From an optimization exercise on the open Yosys and OpenROAD flow, aimed at small area, a short achievable clock period and few clock cycles; shortcuts taken in it are not production practice. RTL that was checked went through simulation tests only; none was proved equivalent to the original. Function not checked in run 2: the RTL went through the layout flow alone.

==> flow/design.v, too long to show whole: its modules and the start of the top module <==
// module systolic_4x4: 130 lines
// module mac32: 1549 lines
module systolic_4x4 (
    input logic go,
    input logic clk,
    input logic reset,
    output logic done,
    output logic [4:0] t0_addr0,
    input logic [31:0] t0_read_data,
    output logic [4:0] t1_addr0,
    input logic [31:0] t1_read_data,
    output logic [4:0] t2_addr0,
    input logic [31:0] t2_read_data,
    output logic [4:0] t3_addr0,
    input logic [31:0] t3_read_data,
    output logic [4:0] l0_addr0,
    input logic [31:0] l0_read_data,
    output logic [4:0] l1_addr0,
    input logic [31:0] l1_read_data,
    output logic [4:0] l2_addr0,
    input logic [31:0] l2_read_data,
    output logic [4:0] l3_addr0,
    input logic [31:0] l3_read_data,
    output logic [4:0] out_mem_addr0,
    output logic [4:0] out_mem_addr1,
    output logic [31:0] out_mem_write_data,
    output logic out_mem_write_en
);
  // ...
==> flow/flow/run.sh <==
#!/bin/bash
# The standard layout, with timing repair aiming for a setup slack of
# MARGIN ns at the design's clock period (so the repair works on paths the
# 10 ns constraint alone would leave untouched), and the port buffers made
# with buf_2 cells.
set -euo pipefail
MARGIN=6.7
bash standard.sh SETUP_SLACK_MARGIN=$MARGIN \
  "BUFFER_PORTS_ARGS=-buffer_cell sky130_fd_sc_hd__buf_2" finish > standard_finish.log 2>&1
==> flow/standard.sh <==
#!/bin/bash
# synth_recipe.tcl (not shown) runs the flow's synth.tcl, then flattens the netlist and writes it again
# the make line also repeats each setting of config.mk as NAME=value (left out here)
make -C /OpenROAD-flow-scripts/flow DESIGN_CONFIG=/design/flow/config.mk WORK_HOME=/design/flow/orfs CLKGATE_MAP_FILE= SYNTH_SCRIPT=/design/flow/synth_recipe.tcl "${@:-finish}"
==> flow/config.mk <==
export PLATFORM = sky130hd
export DESIGN_NAME = systolic_4x4
export DESIGN_NICKNAME = systolic_4x4
export VERILOG_FILES = /design/flow/design.v
export SDC_FILE = /design/flow/constraint.sdc
export NUM_CORES = 4
export LEC_CHECK = 0
export ABC_AREA = 1
export CAP_MARGIN = 20
export CORE_MARGIN = 2
export CORE_UTILIZATION = 50
export CTS_CLUSTER_DIAMETER = 100
export CTS_CLUSTER_SIZE = 20
export PLACE_DENSITY = 0.6
export SLEW_MARGIN = 20
==> flow/constraint.sdc <==
create_clock -name core_clock -period 10.0 [get_ports {clk}]
set_input_delay 2.0000 -clock core_clock [delete_from_list [all_inputs] [get_ports {clk}]]
set_output_delay 2.0000 -clock core_clock [all_outputs]
set_load 0.01 [all_outputs]
==> flow_metrics.tcl, run 1 <==
set metrics [dict create \
    status "timing/DRC/antenna clean" \
    final_core_util 0.557 \
    clock_path_buffers 3 \
    dominant_cells "multi-input gates" \
    grt_first_pass_wirelength_microns 435000 \
    cts_root_buf "clkbuf_16" \
    critical_path_buf_inv_count 3 \
    ioPinCount 343 \
    coreArea_sq_mm 0.159 \
    hold_buffers 0 \
    grt_pass1_vias 63300 \
    clock_area_frac 0.0257 \
    diodes 8 \
    crit_chain "clkinvlp_2, o22ai_1, xor2_1, ha_1, inv_1, fa_1, inv_1, fa_1" \
    cp-startpoint "t_one[2][4]" \
    crit_path_end "g_mac[2].u_mac.p1[72]" \
    route.vias.total 63200 \
    async_reset_ff_frac 0 \
    grt_max_degree 65 \
    critPathSlowestCell "clkinvlp_2" \
]
Testbench counts, summed over its fixed seeds: cycles 3,408.
==> module systolic_4x4, before the edit <==
module systolic_4x4 (
    input logic go,
    input logic clk,
    input logic reset,
    output logic done,
    output logic [4:0] t0_addr0,
    input logic [31:0] t0_read_data,
    output logic [4:0] t1_addr0,
    input logic [31:0] t1_read_data,
    output logic [4:0] t2_addr0,
    input logic [31:0] t2_read_data,
    output logic [4:0] t3_addr0,
    input logic [31:0] t3_read_data,
    output logic [4:0] l0_addr0,
    input logic [31:0] l0_read_data,
    output logic [4:0] l1_addr0,
    input logic [31:0] l1_read_data,
    output logic [4:0] l2_addr0,
    input logic [31:0] l2_read_data,
    output logic [4:0] l3_addr0,
    input logic [31:0] l3_read_data,
    output logic [4:0] out_mem_addr0,
    output logic [4:0] out_mem_addr1,
    output logic [31:0] out_mem_write_data,
    output logic out_mem_write_en
);
  localparam int LAT = 2;
  localparam int LAST = 68 + LAT;
  logic [6:0] cnt;
  logic [3:0] l_addr;
  logic [3:0] t_addr [4];
  logic [1:0] row;           
  logic [31:0] lr [4];
  logic [15:0] t_one [4];
  logic [15:0] t_two [4];
  logic [15:0] t_neg [4];
  logic [3:0] first;
  logic [31:0] acc_s [4];    
  logic [31:0] acc_c [4];
  logic [31:0] ns [4];
  logic [31:0] nc [4];
  logic [3:0] fin;           
  logic [1:0] wr_row;
  logic [1:0] wr_col;
  logic [31:0] wr_data;
  logic wr_en;
  logic done_r;
  always_ff @(posedge clk) begin
    if (reset) begin
      cnt <= '0;
      l_addr <= '0;
      row <= '0;
      for (int j = 0; j < 4; j++) t_addr[j] <= 4'(-j);
      first <= '0;
      fin <= '0;
      wr_en <= 1'b0;
      done_r <= 1'b0;
    end else if (go) begin
      if (cnt != LAST) cnt <= cnt + 7'd1;
      l_addr <= l_addr + 4'd1;
      if (l_addr == 4'd15) row <= row + 2'd1;
      for (int j = 0; j < 4; j++) t_addr[j] <= t_addr[j] + 4'd1;
      for (int j = 0; j < 4; j++)
        first[j] <= (t_addr[j] == 4'(LAT - 1)) && (cnt >= 7'(j + LAT - 1)) && (cnt <= 7'(j + LAT + 47));
      for (int j = 0; j < 4; j++)
        fin[j] <= (t_addr[j] == 4'(LAT - 1)) && (cnt >= 7'(j + LAT + 15)) && (cnt <= 7'(j + LAT + 63));
      wr_en <= |fin;
      done_r <= (cnt == 7'(LAST - 1));
    end
  end
  function automatic [15:0] booth_one(input logic [31:0] b);
    for (int r = 0; r < 16; r++)
      booth_one[r] = b[2*r] ^ ((r > 0) ? b[2*r-1] : 1'b0);
  endfunction
  function automatic [15:0] booth_two(input logic [31:0] b);
    logic m;
    for (int r = 0; r < 16; r++) begin
      m = (r > 0) ? b[2*r-1] : 1'b0;
      booth_two[r] = (b[2*r+1] & ~b[2*r] & ~m) | (~b[2*r+1] & b[2*r] & m);
    end
  endfunction
  function automatic [15:0] booth_neg(input logic [31:0] b);
    for (int r = 0; r < 16; r++) booth_neg[r] = b[2*r+1];
  endfunction
  logic [31:0] td [4];
  assign td[0] = t0_read_data;
  assign td[1] = t1_read_data;
  assign td[2] = t2_read_data;
  assign td[3] = t3_read_data;
  always_ff @(posedge clk) begin
    logic [1:0] sel;
    lr[0] <= (row == 2'd0) ? l0_read_data :
             (row == 2'd1) ? l1_read_data :
             (row == 2'd2) ? l2_read_data : l3_read_data;
    for (int j = 1; j < 4; j++) lr[j] <= lr[j-1];
    for (int j = 0; j < 4; j++) begin
      t_one[j] <= booth_one(td[j]);
      t_two[j] <= booth_two(td[j]);
      t_neg[j] <= booth_neg(td[j]);
    end
    for (int j = 0; j < 4; j++) begin
      acc_s[j] <= ns[j];
      acc_c[j] <= nc[j];
    end
    sel = fin[1] ? 2'd1 : fin[2] ? 2'd2 : fin[3] ? 2'd3 : 2'd0;
    wr_data <= acc_s[sel] + acc_c[sel];
    wr_col <= sel;
    wr_row <= 2'((cnt - 7'(sel) - 7'(LAT + 1)) >> 4);
  end
  for (genvar j = 0; j < 4; j++) begin : g_mac
    mac32 u_mac (
        .clk(clk),
        .a(lr[j]), .bone(t_one[j]), .btwo(t_two[j]), .bneg(t_neg[j]),
        .si(first[j] ? 32'd0 : acc_s[j]), .ci(first[j] ? 32'd0 : acc_c[j]),
        .so(ns[j]), .co(nc[j]));
  end
  assign done = done_r;
  assign out_mem_write_en = wr_en;
  assign out_mem_write_data = wr_data;
  assign out_mem_addr0 = {3'd0, wr_row};
  assign out_mem_addr1 = {3'd0, wr_col};
  assign l0_addr0 = {1'b0, l_addr};
  assign l1_addr0 = {1'b0, l_addr};
  assign l2_addr0 = {1'b0, l_addr};
  assign l3_addr0 = {1'b0, l_addr};
  assign t0_addr0 = {1'b0, t_addr[0]};
  assign t1_addr0 = {1'b0, t_addr[1]};
  assign t2_addr0 = {1'b0, t_addr[2]};
  assign t3_addr0 = {1'b0, t_addr[3]};
endmodule
==> run 2, diff against run 1 <==
--- a/flow/design.v
+++ b/flow/design.v
@@ -20,55 +20,55 @@
     output logic [4:0] l3_addr0,
     input logic [31:0] l3_read_data,
     output logic [4:0] out_mem_addr0,
     output logic [4:0] out_mem_addr1,
     output logic [31:0] out_mem_write_data,
     output logic out_mem_write_en
 );
   localparam int LAT = 2;
-  localparam int LAST = 68 + LAT;
+  localparam int D = 1;
+  localparam int LAST = 67 + D + LAT;
   logic [6:0] cnt;
   logic [3:0] l_addr;
   logic [3:0] t_addr [4];
   logic [1:0] row;           
-  logic [31:0] lr [4];
+  logic [31:0] lr [4+D-1];
   logic [15:0] t_one [4];
   logic [15:0] t_two [4];
   logic [15:0] t_neg [4];
   logic [3:0] first;
-  logic [31:0] acc_s [4];    
-  logic [31:0] acc_c [4];
+  logic [31:0] acc [4];      
   logic [31:0] ns [4];
   logic [31:0] nc [4];
   logic [3:0] fin;           
   logic [1:0] wr_row;
   logic [1:0] wr_col;
   logic [31:0] wr_data;
   logic wr_en;
   logic done_r;
   always_ff @(posedge clk) begin
     if (reset) begin
       cnt <= '0;
       l_addr <= '0;
       row <= '0;
-      for (int j = 0; j < 4; j++) t_addr[j] <= 4'(-j);
+      for (int j = 0; j < 4; j++) t_addr[j] <= 4'(-(j + D - 1));
       first <= '0;
       fin <= '0;
       wr_en <= 1'b0;
       done_r <= 1'b0;
     end else if (go) begin
       if (cnt != LAST) cnt <= cnt + 7'd1;
       l_addr <= l_addr + 4'd1;
       if (l_addr == 4'd15) row <= row + 2'd1;
       for (int j = 0; j < 4; j++) t_addr[j] <= t_addr[j] + 4'd1;
       for (int j = 0; j < 4; j++)
-        first[j] <= (t_addr[j] == 4'(LAT - 1)) && (cnt >= 7'(j + LAT - 1)) && (cnt <= 7'(j + LAT + 47));
+        first[j] <= (t_addr[j] == 4'(LAT - 1)) && (cnt >= 7'(j + D + LAT - 2)) && (cnt <= 7'(j + D + LAT + 46));
       for (int j = 0; j < 4; j++)
-        fin[j] <= (t_addr[j] == 4'(LAT - 1)) && (cnt >= 7'(j + LAT + 15)) && (cnt <= 7'(j + LAT + 63));
+        fin[j] <= (t_addr[j] == 4'(LAT - 1)) && (cnt >= 7'(j + D + LAT + 14)) && (cnt <= 7'(j + D + LAT + 62));
       wr_en <= |fin;
       done_r <= (cnt == 7'(LAST - 1));
     end
   end
   function automatic [15:0] booth_one(input logic [31:0] b);
     for (int r = 0; r < 16; r++)
       booth_one[r] = b[2*r] ^ ((r > 0) ? b[2*r-1] : 1'b0);
   endfunction
@@ -94,29 +94,28 @@
              (row == 2'd2) ? l2_read_data : l3_read_data;
     for (int j = 1; j < 4; j++) lr[j] <= lr[j-1];
     for (int j = 0; j < 4; j++) begin
       t_one[j] <= booth_one(td[j]);
       t_two[j] <= booth_two(td[j]);
       t_neg[j] <= booth_neg(td[j]);
     end
     for (int j = 0; j < 4; j++) begin
-      acc_s[j] <= ns[j];
-      acc_c[j] <= nc[j];
+      acc[j] <= ns[j] + nc[j];
     end
     sel = fin[1] ? 2'd1 : fin[2] ? 2'd2 : fin[3] ? 2'd3 : 2'd0;
-    wr_data <= acc_s[sel] + acc_c[sel];
+    wr_data <= acc[sel];
     wr_col <= sel;
-    wr_row <= 2'((cnt - 7'(sel) - 7'(LAT + 1)) >> 4);
+    wr_row <= 2'((cnt - 7'(sel) - 7'(D + LAT)) >> 4);
   end
   for (genvar j = 0; j < 4; j++) begin : g_mac
     mac32 u_mac (
         .clk(clk),
         .a(lr[j]), .bone(t_one[j]), .btwo(t_two[j]), .bneg(t_neg[j]),
-        .si(first[j] ? 32'd0 : acc_s[j]), .ci(first[j] ? 32'd0 : acc_c[j]),
+        .si(first[j] ? 32'd0 : acc[j]),
         .so(ns[j]), .co(nc[j]));
   end
   assign done = done_r;
   assign out_mem_write_en = wr_en;
   assign out_mem_write_data = wr_data;
   assign out_mem_addr0 = {3'd0, wr_row};
   assign out_mem_addr1 = {3'd0, wr_col};
   assign l0_addr0 = {1'b0, l_addr};
@@ -130,17 +129,16 @@
 endmodule
 module mac32 (
     input  wire        clk,
     input  wire [31:0] a,
     input  wire [15:0] bone,
     input  wire [15:0] btwo,
     input  wire [15:0] bneg,
     input  wire [31:0] si,
-    input  wire [31:0] ci,
     output wire [31:0] so,
     output wire [31:0] co
 );
   wire pp0_0;
   wire pp0_1;
   wire pp0_2;
   wire pp0_3;
   wire pp0_4;
@@ -688,55 +686,22 @@
   wire s522, c523;
   wire s524, c525;
   wire s526, c527;
   wire s528, c529;
   wire s530, c531;
   wire s532, c533;
   wire s534, c535;
   wire s536, c537;
-  wire s538, c539;
-  wire s540, c541;
-  wire s542, c543;
-  wire s544, c545;
-  wire s546, c547;
-  wire s548, c549;
-  wire s550, c551;
-  wire s552, c553;
-  wire s554, c555;
-  wire s556, c557;
-  wire s558, c559;
-  wire s560, c561;
-  wire s562, c563;
-  wire s564, c565;
-  wire s566, c567;
-  wire s568, c569;
-  wire s570, c571;
-  wire s572, c573;
-  wire s574, c575;
-  wire s576, c577;
-  wire s578, c579;
-  wire s580, c581;
-  wire s582, c583;
-  wire s584, c585;
-  wire s586, c587;
-  wire s588, c589;
-  wire s590, c591;
-  wire s592, c593;
-  wire s594, c595;
-  wire s596, c597;
-  wire s598, c599;
-  wire x600;
-  wire x601;
-  wire x602;
-  wire x603;
-  wire x604;
-  wire x605;
-  wire x606;
-  wire x607;
+  wire x538;
+  wire x539;
+  wire x540;
+  wire x541;
+  wire x542;
+  wire x543;
   assign pp0_0 = (bone[0] & a[0]) ^ bneg[0];
   assign pp0_1 = ((bone[0] & a[1]) | (btwo[0] & a[0])) ^ bneg[0];
   assign pp0_2 = ((bone[0] & a[2]) | (btwo[0] & a[1])) ^ bneg[0];
   assign pp0_3 = ((bone[0] & a[3]) | (btwo[0] & a[2])) ^ bneg[0];
   assign pp0_4 = ((bone[0] & a[4]) | (btwo[0] & a[3])) ^ bneg[0];
   assign pp0_5 = ((bone[0] & a[5]) | (btwo[0] & a[4])) ^ bneg[0];
   assign pp0_6 = ((bone[0] & a[6]) | (btwo[0] & a[5])) ^ bneg[0];
   assign pp0_7 = ((bone[0] & a[7]) | (btwo[0] & a[6])) ^ bneg[0];
@@ -1362,318 +1327,254 @@
   assign x356 = x351 ^ x352;
   assign x357 = x353 ^ x354;
   assign x358 = x355 ^ c126;
   assign x359 = c128 ^ c238;
   assign x360 = x356 ^ x357;
   assign x361 = c240 ^ x358;
   assign x362 = x359 ^ c242;
   assign x363 = x360 ^ x361;
-  assign s364 = ci[2] ^ p1[3];
-  assign c365 = ci[2] & p1[3];
-  assign s366 = ci[3] ^ p1[6];
-  assign c367 = ci[3] & p1[6];
-  assign s368 = ci[4] ^ p1[10] ^ p1[11];
-  assign c369 = (ci[4] & p1[10]) | (p1[11] & (ci[4] ^ p1[10]));
-  assign s370 = p1[8] ^ p1[9];
-  assign c371 = p1[8] & p1[9];
-  assign s372 = ci[5] ^ p1[12] ^ p1[13];
-  assign c373 = (ci[5] & p1[12]) | (p1[13] & (ci[5] ^ p1[12]));
-  assign s374 = p1[14] ^ si[5];
-  assign c375 = p1[14] & si[5];
-  assign s376 = ci[6] ^ p1[15] ^ p1[16];
-  assign c377 = (ci[6] & p1[15]) | (p1[16] & (ci[6] ^ p1[15]));
-  assign s378 = p1[17] ^ p1[18] ^ si[6];
-  assign c379 = (p1[17] & p1[18]) | (si[6] & (p1[17] ^ p1[18]));
-  assign s380 = ci[7] ^ p1[19] ^ p1[20];
-  assign c381 = (ci[7] & p1[19]) | (p1[20] & (ci[7] ^ p1[19]));
-  assign s382 = p1[21] ^ p1[22] ^ si[7];
-  assign c383 = (p1[21] & p1[22]) | (si[7] & (p1[21] ^ p1[22]));
-  assign s384 = ci[8] ^ p1[23] ^ p1[24];
-  assign c385 = (ci[8] & p1[23]) | (p1[24] & (ci[8] ^ p1[23]));
-  assign s386 = p1[25] ^ p1[26] ^ si[8];
-  assign c387 = (p1[25] & p1[26]) | (si[8] & (p1[25] ^ p1[26]));
-  assign s388 = ci[9] ^ p1[27] ^ p1[28];
-  assign c389 = (ci[9] & p1[27]) | (p1[28] & (ci[9] ^ p1[27]));
-  assign s390 = p1[29] ^ p1[30] ^ si[9];
-  assign c391 = (p1[29] & p1[30]) | (si[9] & (p1[29] ^ p1[30]));
-  assign s392 = ci[10] ^ p1[31] ^ p1[32];
-  assign c393 = (ci[10] & p1[31]) | (p1[32] & (ci[10] ^ p1[31]));
-  assign s394 = p1[33] ^ p1[34] ^ si[10];
-  assign c395 = (p1[33] & p1[34]) | (si[10] & (p1[33] ^ p1[34]));
-  assign s396 = ci[11] ^ p1[35] ^ p1[36];
-  assign c397 = (ci[11] & p1[35]) | (p1[36] & (ci[11] ^ p1[35]));
-  assign s398 = p1[37] ^ p1[38] ^ si[11];
-  assign c399 = (p1[37] & p1[38]) | (si[11] & (p1[37] ^ p1[38]));
-  assign s400 = ci[12] ^ p1[39] ^ p1[40];
-  assign c401 = (ci[12] & p1[39]) | (p1[40] & (ci[12] ^ p1[39]));
-  assign s402 = p1[41] ^ p1[42] ^ si[12];
-  assign c403 = (p1[41] & p1[42]) | (si[12] & (p1[41] ^ p1[42]));
-  assign s404 = ci[13] ^ p1[43] ^ p1[44];
-  assign c405 = (ci[13] & p1[43]) | (p1[44] & (ci[13] ^ p1[43]));
-  assign s406 = p1[45] ^ p1[46] ^ si[13];
-  assign c407 = (p1[45] & p1[46]) | (si[13] & (p1[45] ^ p1[46]));
-  assign s408 = ci[14] ^ p1[47] ^ p1[48];
-  assign c409 = (ci[14] & p1[47]) | (p1[48] & (ci[14] ^ p1[47]));
-  assign s410 = p1[49] ^ p1[50] ^ si[14];
-  assign c411 = (p1[49] & p1[50]) | (si[14] & (p1[49] ^ p1[50]));
-  assign s412 = ci[15] ^ p1[51] ^ p1[52];
-  assign c413 = (ci[15] & p1[51]) | (p1[52] & (ci[15] ^ p1[51]));
-  assign s414 = p1[53] ^ p1[54] ^ si[15];
-  assign c415 = (p1[53] & p1[54]) | (si[15] & (p1[53] ^ p1[54]));
-  assign s416 = ci[16] ^ p1[55] ^ p1[56];
-  assign c417 = (ci[16] & p1[55]) | (p1[56] & (ci[16] ^ p1[55]));
-  assign s418 = p1[57] ^ p1[58] ^ si[16];
-  assign c419 = (p1[57] & p1[58]) | (si[16] & (p1[57] ^ p1[58]));
-  assign s420 = ci[17] ^ p1[59] ^ p1[60];
-  assign c421 = (ci[17] & p1[59]) | (p1[60] & (ci[17] ^ p1[59]));
-  assign s422 = p1[61] ^ p1[62] ^ si[17];
-  assign c423 = (p1[61] & p1[62]) | (si[17] & (p1[61] ^ p1[62]));
-  assign s424 = ci[18] ^ p1[63] ^ p1[64];
-  assign c425 = (ci[18] & p1[63]) | (p1[64] & (ci[18] ^ p1[63]));
-  assign s426 = p1[65] ^ p1[66] ^ si[18];
-  assign c427 = (p1[65] & p1[66]) | (si[18] & (p1[65] ^ p1[66]));
-  assign s428 = ci[19] ^ p1[67] ^ p1[68];
-  assign c429 = (ci[19] & p1[67]) | (p1[68] & (ci[19] ^ p1[67]));
-  assign s430 = p1[69] ^ p1[70] ^ si[19];
-  assign c431 = (p1[69] & p1[70]) | (si[19] & (p1[69] ^ p1[70]));
-  assign s432 = ci[20] ^ p1[71] ^ p1[72];
-  assign c433 = (ci[20] & p1[71]) | (p1[72] & (ci[20] ^ p1[71]));
-  assign s434 = p1[73] ^ p1[74] ^ si[20];
-  assign c435 = (p1[73] & p1[74]) | (si[20] & (p1[73] ^ p1[74]));
-  assign s436 = ci[21] ^ p1[75] ^ p1[76];
-  assign c437 = (ci[21] & p1[75]) | (p1[76] & (ci[21] ^ p1[75]));
-  assign s438 = p1[77] ^ p1[78] ^ si[21];
-  assign c439 = (p1[77] & p1[78]) | (si[21] & (p1[77] ^ p1[78]));
-  assign s440 = ci[22] ^ p1[79] ^ p1[80];
-  assign c441 = (ci[22] & p1[79]) | (p1[80] & (ci[22] ^ p1[79]));
-  assign s442 = p1[81] ^ p1[82] ^ si[22];
-  assign c443 = (p1[81] & p1[82]) | (si[22] & (p1[81] ^ p1[82]));
-  assign s444 = ci[23] ^ p1[83] ^ p1[84];
-  assign c445 = (ci[23] & p1[83]) | (p1[84] & (ci[23] ^ p1[83]));
-  assign s446 = p1[85] ^ p1[86] ^ si[23];
-  assign c447 = (p1[85] & p1[86]) | (si[23] & (p1[85] ^ p1[86]));
-  assign s448 = ci[24] ^ p1[87] ^ p1[88];
-  assign c449 = (ci[24] & p1[87]) | (p1[88] & (ci[24] ^ p1[87]));
-  assign s450 = p1[89] ^ p1[90] ^ si[24];
-  assign c451 = (p1[89] & p1[90]) | (si[24] & (p1[89] ^ p1[90]));
-  assign s452 = ci[25] ^ p1[91] ^ p1[92];
-  assign c453 = (ci[25] & p1[91]) | (p1[92] & (ci[25] ^ p1[91]));
-  assign s454 = p1[93] ^ p1[94] ^ si[25];
-  assign c455 = (p1[93] & p1[94]) | (si[25] & (p1[93] ^ p1[94]));
-  assign s456 = ci[26] ^ p1[95] ^ p1[96];
-  assign c457 = (ci[26] & p1[95]) | (p1[96] & (ci[26] ^ p1[95]));
-  assign s458 = p1[97] ^ p1[98] ^ si[26];
-  assign c459 = (p1[97] & p1[98]) | (si[26] & (p1[97] ^ p1[98]));
-  assign s460 = ci[27] ^ p1[100] ^ p1[101];
-  assign c461 = (ci[27] & p1[100]) | (p1[101] & (ci[27] ^ p1[100]));
-  assign s462 = p1[102] ^ p1[99] ^ si[27];
-  assign c463 = (p1[102] & p1[99]) | (si[27] & (p1[102] ^ p1[99]));
-  assign s464 = ci[28] ^ p1[103] ^ p1[104];
-  assign c465 = (ci[28] & p1[103]) | (p1[104] & (ci[28] ^ p1[103]));
-  assign s466 = p1[105] ^ p1[106] ^ si[28];
-  assign c467 = (p1[105] & p1[106]) | (si[28] & (p1[105] ^ p1[106]));
-  assign s468 = ci[29] ^ p1[107] ^ p1[108];
-  assign c469 = (ci[29] & p1[107]) | (p1[108] & (ci[29] ^ p1[107]));
-  assign s470 = p1[109] ^ p1[110] ^ si[29];
-  assign c471 = (p1[109] & p1[110]) | (si[29] & (p1[109] ^ p1[110]));
-  assign s472 = ci[30] ^ p1[111] ^ p1[112];
-  assign c473 = (ci[30] & p1[111]) | (p1[112] & (ci[30] ^ p1[111]));
-  assign s474 = p1[113] ^ p1[114] ^ si[30];
-  assign c475 = (p1[113] & p1[114]) | (si[30] & (p1[113] ^ p1[114]));
-  assign s476 = ci[0] ^ p1[0];
-  assign c477 = ci[0] & p1[0];
-  assign s478 = ci[1] ^ p1[2];
-  assign c479 = ci[1] & p1[2];
-  assign s480 = p1[4] ^ p1[5] ^ si[2];
-  assign c481 = (p1[4] & p1[5]) | (si[2] & (p1[4] ^ p1[5]));
-  assign s482 = p1[7] ^ si[3] ^ c365;
-  assign c483 = (p1[7] & si[3]) | (c365 & (p1[7] ^ si[3]));
-  assign s484 = si[4] ^ c367 ^ s370;
-  assign c485 = (si[4] & c367) | (s370 & (si[4] ^ c367));
-  assign s486 = c371 ^ s374 ^ c369;
-  assign c487 = (c371 & s374) | (c369 & (c371 ^ s374));
-  assign s488 = c375 ^ c373 ^ s376;
-  assign c489 = (c375 & c373) | (s376 & (c375 ^ c373));
-  assign s490 = c377 ^ c379 ^ s380;
-  assign c491 = (c377 & c379) | (s380 & (c377 ^ c379));
-  assign s492 = c381 ^ c383 ^ s384;
-  assign c493 = (c381 & c383) | (s384 & (c381 ^ c383));
-  assign s494 = c385 ^ c387 ^ s388;
-  assign c495 = (c385 & c387) | (s388 & (c385 ^ c387));
-  assign s496 = c389 ^ c391 ^ s392;
-  assign c497 = (c389 & c391) | (s392 & (c389 ^ c391));
-  assign s498 = c393 ^ c395 ^ s396;
-  assign c499 = (c393 & c395) | (s396 & (c393 ^ c395));
-  assign s500 = c397 ^ c399 ^ s400;
-  assign c501 = (c397 & c399) | (s400 & (c397 ^ c399));
-  assign s502 = c401 ^ c403 ^ s404;
-  assign c503 = (c401 & c403) | (s404 & (c401 ^ c403));
-  assign s504 = c405 ^ c407 ^ s408;
-  assign c505 = (c405 & c407) | (s408 & (c405 ^ c407));
-  assign s506 = c409 ^ c411 ^ s412;
-  assign c507 = (c409 & c411) | (s412 & (c409 ^ c411));
-  assign s508 = c413 ^ c415 ^ s416;
-  assign c509 = (c413 & c415) | (s416 & (c413 ^ c415));
-  assign s510 = c417 ^ c419 ^ s420;
-  assign c511 = (c417 & c419) | (s420 & (c417 ^ c419));
-  assign s512 = c421 ^ c423 ^ s424;
-  assign c513 = (c421 & c423) | (s424 & (c421 ^ c423));
-  assign s514 = c425 ^ c427 ^ s428;
-  assign c515 = (c425 & c427) | (s428 & (c425 ^ c427));
-  assign s516 = c429 ^ c431 ^ s432;
-  assign c517 = (c429 & c431) | (s432 & (c429 ^ c431));
-  assign s518 = c433 ^ c435 ^ s436;
-  assign c519 = (c433 & c435) | (s436 & (c433 ^ c435));
-  assign s520 = c437 ^ c439 ^ s440;
-  assign c521 = (c437 & c439) | (s440 & (c437 ^ c439));
-  assign s522 = c441 ^ c443 ^ s444;
-  assign c523 = (c441 & c443) | (s444 & (c441 ^ c443));
-  assign s524 = c445 ^ c447 ^ s448;
-  assign c525 = (c445 & c447) | (s448 & (c445 ^ c447));
-  assign s526 = c449 ^ c451 ^ s452;
-  assign c527 = (c449 & c451) | (s452 & (c449 ^ c451));
-  assign s528 = c453 ^ c455 ^ s456;
-  assign c529 = (c453 & c455) | (s456 & (c453 ^ c455));
-  assign s530 = c457 ^ c459 ^ s460;
-  assign c531 = (c457 & c459) | (s460 & (c457 ^ c459));
-  assign s532 = c461 ^ c463 ^ s464;
-  assign c533 = (c461 & c463) | (s464 & (c461 ^ c463));
-  assign s534 = c465 ^ c467 ^ s468;
-  assign c535 = (c465 & c467) | (s468 & (c465 ^ c467));
-  assign s536 = c469 ^ c471 ^ s472;
-  assign c537 = (c469 & c471) | (s472 & (c469 ^ c471));
-  assign s538 = p1[1] ^ si[0];
-  assign c539 = p1[1] & si[0];
-  assign s540 = si[1] ^ c477 ^ s478;
-  assign c541 = (si[1] & c477) | (s478 & (si[1] ^ c477));
-  assign s542 = c479 ^ s364 ^ s480;
-  assign c543 = (c479 & s364) | (s480 & (c479 ^ s364));
-  assign s544 = s366 ^ c481 ^ s482;
-  assign c545 = (s366 & c481) | (s482 & (s366 ^ c481));
-  assign s546 = s368 ^ c483 ^ s484;
-  assign c547 = (s368 & c483) | (s484 & (s368 ^ c483));
-  assign s548 = s372 ^ c485 ^ s486;
-  assign c549 = (s372 & c485) | (s486 & (s372 ^ c485));
-  assign s550 = s378 ^ c487 ^ s488;
-  assign c551 = (s378 & c487) | (s488 & (s378 ^ c487));
-  assign s552 = s382 ^ c489 ^ s490;
-  assign c553 = (s382 & c489) | (s490 & (s382 ^ c489));
-  assign s554 = s386 ^ c491 ^ s492;
-  assign c555 = (s386 & c491) | (s492 & (s386 ^ c491));
-  assign s556 = s390 ^ c493 ^ s494;
-  assign c557 = (s390 & c493) | (s494 & (s390 ^ c493));
-  assign s558 = s394 ^ c495 ^ s496;
-  assign c559 = (s394 & c495) | (s496 & (s394 ^ c495));
-  assign s560 = s398 ^ c497 ^ s498;
-  assign c561 = (s398 & c497) | (s498 & (s398 ^ c497));
-  assign s562 = s402 ^ c499 ^ s500;
-  assign c563 = (s402 & c499) | (s500 & (s402 ^ c499));
-  assign s564 = s406 ^ c501 ^ s502;
-  assign c565 = (s406 & c501) | (s502 & (s406 ^ c501));
-  assign s566 = s410 ^ c503 ^ s504;
-  assign c567 = (s410 & c503) | (s504 & (s410 ^ c503));
-  assign s568 = s414 ^ c505 ^ s506;
-  assign c569 = (s414 & c505) | (s506 & (s414 ^ c505));
-  assign s570 = s418 ^ c507 ^ s508;
-  assign c571 = (s418 & c507) | (s508 & (s418 ^ c507));
-  assign s572 = s422 ^ c509 ^ s510;
-  assign c573 = (s422 & c509) | (s510 & (s422 ^ c509));
-  assign s574 = s426 ^ c511 ^ s512;
-  assign c575 = (s426 & c511) | (s512 & (s426 ^ c511));
-  assign s576 = s430 ^ c513 ^ s514;
-  assign c577 = (s430 & c513) | (s514 & (s430 ^ c513));
-  assign s578 = s434 ^ c515 ^ s516;
-  assign c579 = (s434 & c515) | (s516 & (s434 ^ c515));
-  assign s580 = s438 ^ c517 ^ s518;
-  assign c581 = (s438 & c517) | (s518 & (s438 ^ c517));
-  assign s582 = s442 ^ c519 ^ s520;
-  assign c583 = (s442 & c519) | (s520 & (s442 ^ c519));
-  assign s584 = s446 ^ c521 ^ s522;
-  assign c585 = (s446 & c521) | (s522 & (s446 ^ c521));
-  assign s586 = s450 ^ c523 ^ s524;
-  assign c587 = (s450 & c523) | (s524 & (s450 ^ c523));
-  assign s588 = s454 ^ c525 ^ s526;
-  assign c589 = (s454 & c525) | (s526 & (s454 ^ c525));
-  assign s590 = s458 ^ c527 ^ s528;
-  assign c591 = (s458 & c527) | (s528 & (s458 ^ c527));
-  assign s592 = s462 ^ c529 ^ s530;
-  assign c593 = (s462 & c529) | (s530 & (s462 ^ c529));
-  assign s594 = s466 ^ c531 ^ s532;
-  assign c595 = (s466 & c531) | (s532 & (s466 ^ c531));
-  assign s596 = s470 ^ c533 ^ s534;
-  assign c597 = (s470 & c533) | (s534 & (s470 ^ c533));
-  assign s598 = s474 ^ c535 ^ s536;
-  assign c599 = (s474 & c535) | (s536 & (s474 ^ c535));
-  assign x600 = ci[31] ^ p1[115];
-  assign x601 = p1[116] ^ p1[117];
-  assign x602 = p1[118] ^ si[31];
-  assign x603 = x600 ^ x601;
-  assign x604 = x602 ^ c473;
-  assign x605 = c475 ^ x603;
-  assign x606 = x604 ^ x605;
-  assign x607 = c537 ^ x606;
+  assign s364 = p1[10] ^ p1[11];
+  assign c365 = p1[10] & p1[11];
+  assign s366 = p1[12] ^ p1[13];
+  assign c367 = p1[12] & p1[13];
+  assign s368 = p1[15] ^ p1[16] ^ p1[17];
+  assign c369 = (p1[15] & p1[16]) | (p1[17] & (p1[15] ^ p1[16]));
+  assign s370 = p1[19] ^ p1[20] ^ p1[21];
+  assign c371 = (p1[19] & p1[20]) | (p1[21] & (p1[19] ^ p1[20]));
+  assign s372 = p1[23] ^ p1[24] ^ p1[25];
+  assign c373 = (p1[23] & p1[24]) | (p1[25] & (p1[23] ^ p1[24]));
+  assign s374 = p1[27] ^ p1[28] ^ p1[29];
+  assign c375 = (p1[27] & p1[28]) | (p1[29] & (p1[27] ^ p1[28]));
+  assign s376 = p1[31] ^ p1[32] ^ p1[33];
+  assign c377 = (p1[31] & p1[32]) | (p1[33] & (p1[31] ^ p1[32]));
+  assign s378 = p1[35] ^ p1[36] ^ p1[37];
+  assign c379 = (p1[35] & p1[36]) | (p1[37] & (p1[35] ^ p1[36]));
+  assign s380 = p1[39] ^ p1[40] ^ p1[41];
+  assign c381 = (p1[39] & p1[40]) | (p1[41] & (p1[39] ^ p1[40]));
+  assign s382 = p1[43] ^ p1[44] ^ p1[45];
+  assign c383 = (p1[43] & p1[44]) | (p1[45] & (p1[43] ^ p1[44]));
+  assign s384 = p1[47] ^ p1[48] ^ p1[49];
+  assign c385 = (p1[47] & p1[48]) | (p1[49] & (p1[47] ^ p1[48]));
+  assign s386 = p1[51] ^ p1[52] ^ p1[53];
+  assign c387 = (p1[51] & p1[52]) | (p1[53] & (p1[51] ^ p1[52]));
+  assign s388 = p1[55] ^ p1[56] ^ p1[57];
+  assign c389 = (p1[55] & p1[56]) | (p1[57] & (p1[55] ^ p1[56]));
+  assign s390 = p1[59] ^ p1[60] ^ p1[61];
+  assign c391 = (p1[59] & p1[60]) | (p1[61] & (p1[59] ^ p1[60]));
+  assign s392 = p1[63] ^ p1[64] ^ p1[65];
+  assign c393 = (p1[63] & p1[64]) | (p1[65] & (p1[63] ^ p1[64]));
+  assign s394 = p1[67] ^ p1[68] ^ p1[69];
+  assign c395 = (p1[67] & p1[68]) | (p1[69] & (p1[67] ^ p1[68]));
+  assign s396 = p1[71] ^ p1[72] ^ p1[73];
+  assign c397 = (p1[71] & p1[72]) | (p1[73] & (p1[71] ^ p1[72]));
+  assign s398 = p1[75] ^ p1[76] ^ p1[77];
+  assign c399 = (p1[75] & p1[76]) | (p1[77] & (p1[75] ^ p1[76]));
+  assign s400 = p1[79] ^ p1[80] ^ p1[81];
+  assign c401 = (p1[79] & p1[80]) | (p1[81] & (p1[79] ^ p1[80]));
+  assign s402 = p1[83] ^ p1[84] ^ p1[85];
+  assign c403 = (p1[83] & p1[84]) | (p1[85] & (p1[83] ^ p1[84]));
+  assign s404 = p1[87] ^ p1[88] ^ p1[89];
+  assign c405 = (p1[87] & p1[88]) | (p1[89] & (p1[87] ^ p1[88]));
+  assign s406 = p1[91] ^ p1[92] ^ p1[93];
+  assign c407 = (p1[91] & p1[92]) | (p1[93] & (p1[91] ^ p1[92]));
+  assign s408 = p1[95] ^ p1[96] ^ p1[97];
+  assign c409 = (p1[95] & p1[96]) | (p1[97] & (p1[95] ^ p1[96]));
+  assign s410 = p1[100] ^ p1[101] ^ p1[102];
+  assign c411 = (p1[100] & p1[101]) | (p1[102] & (p1[100] ^ p1[101]));
+  assign s412 = p1[103] ^ p1[104] ^ p1[105];
+  assign c413 = (p1[103] & p1[104]) | (p1[105] & (p1[103] ^ p1[104]));
+  assign s414 = p1[107] ^ p1[108] ^ p1[109];
+  assign c415 = (p1[107] & p1[108]) | (p1[109] & (p1[107] ^ p1[108]));
+  assign s416 = p1[111] ^ p1[112] ^ p1[113];
+  assign c417 = (p1[111] & p1[112]) | (p1[113] & (p1[111] ^ p1[112]));
+  assign s418 = p1[3] ^ p1[4];
+  assign c419 = p1[3] & p1[4];
+  assign s420 = p1[6] ^ p1[7];
+  assign c421 = p1[6] & p1[7];
+  assign s422 = p1[8] ^ p1[9] ^ si[4];
+  assign c423 = (p1[8] & p1[9]) | (si[4] & (p1[8] ^ p1[9]));
+  assign s424 = p1[14] ^ si[5] ^ c365;
+  assign c425 = (p1[14] & si[5]) | (c365 & (p1[14] ^ si[5]));
+  assign s426 = p1[18] ^ si[6] ^ c367;
+  assign c427 = (p1[18] & si[6]) | (c367 & (p1[18] ^ si[6]));
+  assign s428 = p1[22] ^ si[7] ^ c369;
+  assign c429 = (p1[22] & si[7]) | (c369 & (p1[22] ^ si[7]));
+  assign s430 = p1[26] ^ si[8] ^ c371;
+  assign c431 = (p1[26] & si[8]) | (c371 & (p1[26] ^ si[8]));
+  assign s432 = p1[30] ^ si[9] ^ c373;
+  assign c433 = (p1[30] & si[9]) | (c373 & (p1[30] ^ si[9]));
+  assign s434 = p1[34] ^ si[10] ^ c375;
+  assign c435 = (p1[34] & si[10]) | (c375 & (p1[34] ^ si[10]));
+  assign s436 = p1[38] ^ si[11] ^ c377;
+  assign c437 = (p1[38] & si[11]) | (c377 & (p1[38] ^ si[11]));
+  assign s438 = p1[42] ^ si[12] ^ c379;
+  assign c439 = (p1[42] & si[12]) | (c379 & (p1[42] ^ si[12]));
+  assign s440 = p1[46] ^ si[13] ^ c381;
+  assign c441 = (p1[46] & si[13]) | (c381 & (p1[46] ^ si[13]));
+  assign s442 = p1[50] ^ si[14] ^ c383;
+  assign c443 = (p1[50] & si[14]) | (c383 & (p1[50] ^ si[14]));
+  assign s444 = p1[54] ^ si[15] ^ c385;
+  assign c445 = (p1[54] & si[15]) | (c385 & (p1[54] ^ si[15]));
+  assign s446 = p1[58] ^ si[16] ^ c387;
+  assign c447 = (p1[58] & si[16]) | (c387 & (p1[58] ^ si[16]));
+  assign s448 = p1[62] ^ si[17] ^ c389;
+  assign c449 = (p1[62] & si[17]) | (c389 & (p1[62] ^ si[17]));
+  assign s450 = p1[66] ^ si[18] ^ c391;
+  assign c451 = (p1[66] & si[18]) | (c391 & (p1[66] ^ si[18]));
+  assign s452 = p1[70] ^ si[19] ^ c393;
+  assign c453 = (p1[70] & si[19]) | (c393 & (p1[70] ^ si[19]));
+  assign s454 = p1[74] ^ si[20] ^ c395;
+  assign c455 = (p1[74] & si[20]) | (c395 & (p1[74] ^ si[20]));
+  assign s456 = p1[78] ^ si[21] ^ c397;
+  assign c457 = (p1[78] & si[21]) | (c397 & (p1[78] ^ si[21]));
+  assign s458 = p1[82] ^ si[22] ^ c399;
+  assign c459 = (p1[82] & si[22]) | (c399 & (p1[82] ^ si[22]));
+  assign s460 = p1[86] ^ si[23] ^ c401;
+  assign c461 = (p1[86] & si[23]) | (c401 & (p1[86] ^ si[23]));
+  assign s462 = p1[90] ^ si[24] ^ c403;
+  assign c463 = (p1[90] & si[24]) | (c403 & (p1[90] ^ si[24]));
+  assign s464 = p1[94] ^ si[25] ^ c405;
+  assign c465 = (p1[94] & si[25]) | (c405 & (p1[94] ^ si[25]));
+  assign s466 = p1[98] ^ si[26] ^ c407;
+  assign c467 = (p1[98] & si[26]) | (c407 & (p1[98] ^ si[26]));
+  assign s468 = p1[99] ^ si[27] ^ c409;
+  assign c469 = (p1[99] & si[27]) | (c409 & (p1[99] ^ si[27]));
+  assign s470 = p1[106] ^ si[28] ^ c411;
+  assign c471 = (p1[106] & si[28]) | (c411 & (p1[106] ^ si[28]));
+  assign s472 = p1[110] ^ si[29] ^ c413;
+  assign c473 = (p1[110] & si[29]) | (c413 & (p1[110] ^ si[29]));
+  assign s474 = p1[114] ^ si[30] ^ c415;
+  assign c475 = (p1[114] & si[30]) | (c415 & (p1[114] ^ si[30]));
+  assign s476 = p1[0] ^ p1[1];
+  assign c477 = p1[0] & p1[1];
+  assign s478 = p1[2] ^ si[1];
+  assign c479 = p1[2] & si[1];
+  assign s480 = p1[5] ^ si[2] ^ s418;
+  assign c481 = (p1[5] & si[2]) | (s418 & (p1[5] ^ si[2]));
+  assign s482 = si[3] ^ c419 ^ s420;
+  assign c483 = (si[3] & c419) | (s420 & (si[3] ^ c419));
+  assign s484 = c421 ^ s364 ^ s422;
+  assign c485 = (c421 & s364) | (s422 & (c421 ^ s364));
+  assign s486 = s366 ^ c423 ^ s424;
+  assign c487 = (s366 & c423) | (s424 & (s366 ^ c423));
+  assign s488 = s368 ^ c425 ^ s426;
+  assign c489 = (s368 & c425) | (s426 & (s368 ^ c425));
+  assign s490 = s370 ^ c427 ^ s428;
+  assign c491 = (s370 & c427) | (s428 & (s370 ^ c427));
+  assign s492 = s372 ^ c429 ^ s430;
+  assign c493 = (s372 & c429) | (s430 & (s372 ^ c429));
+  assign s494 = s374 ^ c431 ^ s432;
+  assign c495 = (s374 & c431) | (s432 & (s374 ^ c431));
+  assign s496 = s376 ^ c433 ^ s434;
+  assign c497 = (s376 & c433) | (s434 & (s376 ^ c433));
+  assign s498 = s378 ^ c435 ^ s436;
+  assign c499 = (s378 & c435) | (s436 & (s378 ^ c435));
+  assign s500 = s380 ^ c437 ^ s438;
+  assign c501 = (s380 & c437) | (s438 & (s380 ^ c437));
+  assign s502 = s382 ^ c439 ^ s440;
+  assign c503 = (s382 & c439) | (s440 & (s382 ^ c439));
+  assign s504 = s384 ^ c441 ^ s442;
+  assign c505 = (s384 & c441) | (s442 & (s384 ^ c441));
+  assign s506 = s386 ^ c443 ^ s444;
+  assign c507 = (s386 & c443) | (s444 & (s386 ^ c443));
+  assign s508 = s388 ^ c445 ^ s446;
+  assign c509 = (s388 & c445) | (s446 & (s388 ^ c445));
+  assign s510 = s390 ^ c447 ^ s448;
+  assign c511 = (s390 & c447) | (s448 & (s390 ^ c447));
+  assign s512 = s392 ^ c449 ^ s450;
+  assign c513 = (s392 & c449) | (s450 & (s392 ^ c449));
+  assign s514 = s394 ^ c451 ^ s452;
+  assign c515 = (s394 & c451) | (s452 & (s394 ^ c451));
+  assign s516 = s396 ^ c453 ^ s454;
+  assign c517 = (s396 & c453) | (s454 & (s396 ^ c453));
+  assign s518 = s398 ^ c455 ^ s456;
+  assign c519 = (s398 & c455) | (s456 & (s398 ^ c455));
+  assign s520 = s400 ^ c457 ^ s458;
+  assign c521 = (s400 & c457) | (s458 & (s400 ^ c457));
+  assign s522 = s402 ^ c459 ^ s460;
+  assign c523 = (s402 & c459) | (s460 & (s402 ^ c459));
+  assign s524 = s404 ^ c461 ^ s462;
+  assign c525 = (s404 & c461) | (s462 & (s404 ^ c461));
+  assign s526 = s406 ^ c463 ^ s464;
+  assign c527 = (s406 & c463) | (s464 & (s406 ^ c463));
+  assign s528 = s408 ^ c465 ^ s466;
+  assign c529 = (s408 & c465) | (s466 & (s408 ^ c465));
+  assign s530 = s410 ^ c467 ^ s468;
+  assign c531 = (s410 & c467) | (s468 & (s410 ^ c467));
+  assign s532 = s412 ^ c469 ^ s470;
+  assign c533 = (s412 & c469) | (s470 & (s412 ^ c469));
+  assign s534 = s414 ^ c471 ^ s472;
+  assign c535 = (s414 & c471) | (s472 & (s414 ^ c471));
+  assign s536 = s416 ^ c473 ^ s474;
+  assign c537 = (s416 & c473) | (s474 & (s416 ^ c473));
+  assign x538 = p1[115] ^ p1[116];
+  assign x539 = p1[117] ^ p1[118];
+  assign x540 = si[31] ^ x538;
+  assign x541 = x539 ^ c417;
+  assign x542 = x540 ^ x541;
+  assign x543 = c475 ^ x542;
   always @(posedge clk) p1 <= {c338, x363, x362, c336, c334, c332, s337, s335, c330, c328, s333, s331, c326, c324, s329, s327, c322, c320, s325, s323, c318, c316, s321, s319, c314, c312, s317, s315, c310, c308, s313, s311, c306, c304, s309, s307, c302, c300, s305, s303, c298, c296, s301, s299, c294, c292, s297, s295, c290, c288, s293, s291, c286, c284, s289, s287, c282, c280, s285, s283, c278, c276, s281, s279, c274, c272, s277, s275, c270, c268, s273, s271, c266, c264, s269, s267, c262, c260, s265, s263, c258, c256, s261, s259, c254, c252, s257, s255, c250, c248, s253, s251, c246, pp4_0, s249, s247, c244, pp3_1, pp2_3, s245, pp3_0, pp2_2, pp1_4, s243, pp2_1, pp1_3, pp0_5, pp2_0, pp1_2, pp0_4, bneg[2], pp1_1, pp0_3, pp1_0, pp0_2, bneg[1], pp0_1, pp0_0, bneg[0]};
-  assign so[0] = s538;
-  assign co[0] = s476;
-  assign so[1] = s540;
-  assign co[1] = c539;
-  assign so[2] = s542;
-  assign co[2] = c541;
-  assign so[3] = s544;
-  assign co[3] = c543;
-  assign so[4] = s546;
-  assign co[4] = c545;
-  assign so[5] = s548;
-  assign co[5] = c547;
-  assign so[6] = s550;
-  assign co[6] = c549;
-  assign so[7] = s552;
-  assign co[7] = c551;
-  assign so[8] = s554;
-  assign co[8] = c553;
-  assign so[9] = s556;
-  assign co[9] = c555;
-  assign so[10] = s558;
-  assign co[10] = c557;
-  assign so[11] = s560;
-  assign co[11] = c559;
-  assign so[12] = s562;
-  assign co[12] = c561;
-  assign so[13] = s564;
-  assign co[13] = c563;
-  assign so[14] = s566;
-  assign co[14] = c565;
-  assign so[15] = s568;
-  assign co[15] = c567;
-  assign so[16] = s570;
-  assign co[16] = c569;
-  assign so[17] = s572;
-  assign co[17] = c571;
-  assign so[18] = s574;
-  assign co[18] = c573;
-  assign so[19] = s576;
-  assign co[19] = c575;
-  assign so[20] = s578;
-  assign co[20] = c577;
-  assign so[21] = s580;
-  assign co[21] = c579;
-  assign so[22] = s582;
-  assign co[22] = c581;
-  assign so[23] = s584;
-  assign co[23] = c583;
-  assign so[24] = s586;
-  assign co[24] = c585;
-  assign so[25] = s588;
-  assign co[25] = c587;
-  assign so[26] = s590;
-  assign co[26] = c589;
-  assign so[27] = s592;
-  assign co[27] = c591;
-  assign so[28] = s594;
-  assign co[28] = c593;
-  assign so[29] = s596;
-  assign co[29] = c595;
-  assign so[30] = s598;
-  assign co[30] = c597;
-  assign so[31] = c599;
-  assign co[31] = x607;
+  assign so[0] = s476;
+  assign co[0] = si[0];
+  assign so[1] = s478;
+  assign co[1] = c477;
+  assign so[2] = s480;
+  assign co[2] = c479;
+  assign so[3] = s482;
+  assign co[3] = c481;
+  assign so[4] = s484;
+  assign co[4] = c483;
+  assign so[5] = s486;
+  assign co[5] = c485;
+  assign so[6] = s488;
+  assign co[6] = c487;
+  assign so[7] = s490;
+  assign co[7] = c489;
+  assign so[8] = s492;
+  assign co[8] = c491;
+  assign so[9] = s494;
+  assign co[9] = c493;
+  assign so[10] = s496;
+  assign co[10] = c495;
+  assign so[11] = s498;
+  assign co[11] = c497;
+  assign so[12] = s500;
+  assign co[12] = c499;
+  assign so[13] = s502;
+  assign co[13] = c501;
+  assign so[14] = s504;
+  assign co[14] = c503;
+  assign so[15] = s506;
+  assign co[15] = c505;
+  assign so[16] = s508;
+  assign co[16] = c507;
+  assign so[17] = s510;
+  assign co[17] = c509;
+  assign so[18] = s512;
+  assign co[18] = c511;
+  assign so[19] = s514;
+  assign co[19] = c513;
+  assign so[20] = s516;
+  assign co[20] = c515;
+  assign so[21] = s518;
+  assign co[21] = c517;
+  assign so[22] = s520;
+  assign co[22] = c519;
+  assign so[23] = s522;
+  assign co[23] = c521;
+  assign so[24] = s524;
+  assign co[24] = c523;
+  assign so[25] = s526;
+  assign co[25] = c525;
+  assign so[26] = s528;
+  assign co[26] = c527;
+  assign so[27] = s530;
+  assign co[27] = c529;
+  assign so[28] = s532;
+  assign co[28] = c531;
+  assign so[29] = s534;
+  assign co[29] = c533;
+  assign so[30] = s536;
+  assign co[30] = c535;
+  assign so[31] = x543;
+  assign co[31] = c537;
 endmodule
==> run 2 against run 1 <==
Against the previous run:
- still clean on timing, DRC and antenna
- wire length fell by 3.3%
- maximum frequency fell by 0.31%
- core utilization rose by 2.2 points
- critical path depth did not move
- die area fell by 2.8%
==> flow_metrics.tcl, run 2 <==
set metrics [dict create \
    antenna_found_initial 22 \
    nets 10600 \
    largest_register "g_mac.u_mac.p1" \
    setup_tns_ns 0 \
    synth_common_cells "inv_1 (1,575), xor2_1 (1,127), nand2_1 (1,106), dfxtp_1 (999), o22ai_1 (965)" \
    area_growth_pct 14.7 \
    die_h_microns 398 \
    wl_met2_microns 129000 \
    synth_area_sq_mm 0.0776 \
    critPathRequiredTime_ns 10.59 \
    dp_hpwl_microns 221000 \
    dr.pass1.iters 6 \
    vias_per_cell 5.70 \
    async_reset_ff_frac 0 \
    slowest_delay_ns 0.69 \
    dieArea_sq_mm 0.158 \
    synth_cells 8904 \
    fin_crit_ns 3.32 \
    multi_input_area_sq_mm 0.0529 \
    worstPathMaxFanout 7 \
    grt-ovfl-total 0 \
    htreeDepth 3 \
    crit_chain "clkinvlp_4, o22ai_1, xor2_1, fa_1, inv_1, fa_1, inv_1, fa_1" \
    wl_microns 293000 \
    ys_seq_elements 999 \
    cts_buffers 66 \
    ioPinCount 343 \
    layout_commonest_cell "inv_1" \
    fill_cells 13900 \
    hold_buffers 0 \
    cp.arrival_ns 3.91 \
    most-common-layout-cells "inv_1 (1,468), xor2_1 (1,117), nand2_1 (999)" \
    grt.total_usage 0.365 \
    drt_iter0_drc 6642 \
    cts.reportedPaths.clkPinSlew_ns 0.09 \
    wl_met3_microns 29200 \
    grt_pass1_vias 64400 \
    synth-main-ff-cell "dfxtp_1" \
    critPathSlowestCell "dfxtp_1" \
    rsz0062_at_grt "yes" \
    fin_skew_ns 0.0340 \
    avgSynthCellArea_sq_um 8.72 \
    hold_path_class "reg -> reg" \
    cts_tree "done" \
    largestRegisters "g_mac.u_mac.p1: 476 flops, acc: 128 flops, lr: 128 flops" \
    largest_reg_flops 476 \
    num_rows 144 \
    cp_top_family "adder cells" \
    gp_congestion 0.999 \
    synth_top_cell_area_share 0.258 \
    path_class "reg -> reg" \
    cts_root_buf "clkbuf_16" \
    regArea_sq_mm 0.0203 \
    fmax_mhz 301 \
    ys_types 58 \
    cp-end-kind "flop" \
    layout-drive-gt1-share 0.193 \
    synth_edf_count 0 \
    coreArea_sq_mm 0.154 \
    hold_viol 0 \
    status "timing/DRC/antenna clean" \
    route.vias.total 64300 \
    final_core_util 0.578 \
    fin_crit_sh 0.332 \
    grt_first_pass_wirelength_microns 426000 \
    yosysSeqAreaShare 0.258 \
    relSlewSlack 0.327 \
    cpMostUsedCell "fa_1" \
    route.detailed.drc 0 \
    setup_viol 0 \
    drv_cap 0 \
    clk_latency_ns 0.71 \
    start_util 0.504 \
    yosysTopAreaCell "dfxtp_1" \
    wire_per_inst_microns 26.0 \
    yosys-top-cells-area "dfxtp_1 (26%), fa_1 (23%), xor2_1 (13%)" \
    wl_met1_microns 116000 \
    io_buffers 328 \
    grt_max_degree 65 \
    final_max_slew_viol_count 0 \
    cts.sinks 999 \
    start_kind "flop" \
    ant_nets 0 \
    clock_path_buffers 3 \
    worst_pin_slew_ns 1.01 \
    fp.dieW_microns 398 \
    top_layer "met5" \
    yosysMostFrequentCell "inv_1" \
    synth_warnings 18 \
    critical_path_buf_inv_count 3 \
]
run 2: cell count changes after synthesis, moves of 70 or more:
cell | previous run | this run
inv_1 | 1743 | 1575
dfxtp_1 | 1127 | 999
fa_1 | 1017 | 900
a21oi_1 | 173 | 267
ha_1 | 177 | 265
nand2_1 | 1019 | 1106
nand3_1 | 155 | 225
run 2: per-layer routing:
metal  vias up  track usage
met4        10        0.180
met2      3580        0.569
met1     31300        0.473
li1      28600            -
met5         -            0
met3       791       0.0890
run 2: layout make-up:
| class | count | share of cell area |
|---|---|---|
| multi-input cells | 5762 | 0.594 |
| flip-flops and latches | 999 | 0.228 |
| inverters | 1694 | 0.0763 |
| repair buffers | 639 | 0.0489 |
| well taps | 2044 | 0.0287 |
| clock buffers | 77 | 0.0203 |
| clock inverters | 18 | 0.00229 |
| repair inverters | 29 | 0.00199 |
| diodes | 9 | 0.000253 |
run 2: worst paths after layout:
kind / start / endpoint / slack (ns) / cells past startpoint
worst max-delay path: lr[2][11] / g_mac[2].u_mac.p1[104] / 6.68 / 8
worst min-delay path: lr[0][6] / lr[1][6] / 0.37 / 0
worst max register to register: lr[2][11] / g_mac[2].u_mac.p1[104] / 6.68 / 8
worst min register to register: lr[0][6] / lr[1][6] / 0.37 / 0
run 2: worst register-to-register path, cell delays in order, from the launching register on:
cell,delay [ns]
dfxtp_1,0.69
clkinvlp_4,0.38
o22ai_1,0.37
xor2_1,0.17
fa_1,0.56
inv_1,0.05
fa_1,0.53
inv_1,0.05
fa_1,0.41
run 2: what timing repair did:
item / 4_1_cts / 5_1_grt
gates cloned: 22 / 8
endpoints found under the setup margin: 264 / 159
setup buffers: 60 / 158
resized for setup: 563 / 716
pin swaps: 62 / 216
run 2: through the flow:
stage,hold WS [ns],instances,cell area (sq um),worst slack (ns)
6_report,0.369,11300,89100,6.68
5_1_grt,0.379,11300,89000,6.56
4_1_cts,0.371,11100,85100,6.63
3_5_place_dp,0.359,10900,80500,5.84
3_3_place_gp,0.356,10900,80500,5.85
2_1_floorplan,0.326,8917,77700,6.69
run 2: logic make-up after synthesis:
family / Yosys count / share of synthesized area
compound gates: 1454 / 0.113
other cells: 1 / 0.0000483
mux: 96 / 0.0134
fa+ha+maj: 1165 / 0.275
simple gates: 1830 / 0.0968
xor+xnor: 1203 / 0.136
buf+inv: 2156 / 0.109
flops: 999 / 0.258

[afterwards: timing with drivers on the ports]
The flow's constraints put no driver on any port. The routed layouts listed below were extracted and timed again, unchanged, in two steps. Step 1 sets driving cells, clkbuf_16 on the clock port and buf_2 on the other inputs (assumed; they add their load-dependent delay and slew). Step 2 moves the port delays by t, midway between the first and last clock arrival at a register: inputs arrive t later, outputs are due t later. That takes back most of the time a late clock gives input paths. Three values: ideal, step 1, step 2; two values: the first two.
run	shift t [ns]	setup WS [ns]	worst data-port slew with drivers (ns)
run 1	0.790	6.691 / 6.638 / 6.195	0.14
run 2	0.793	6.681 / 6.634 / 6.265	0.11
After both steps every run listed still meets setup and hold. The setup slack of run 1, which loses most, moves by -0.053 ns with the drivers and by -0.496 ns with both steps.
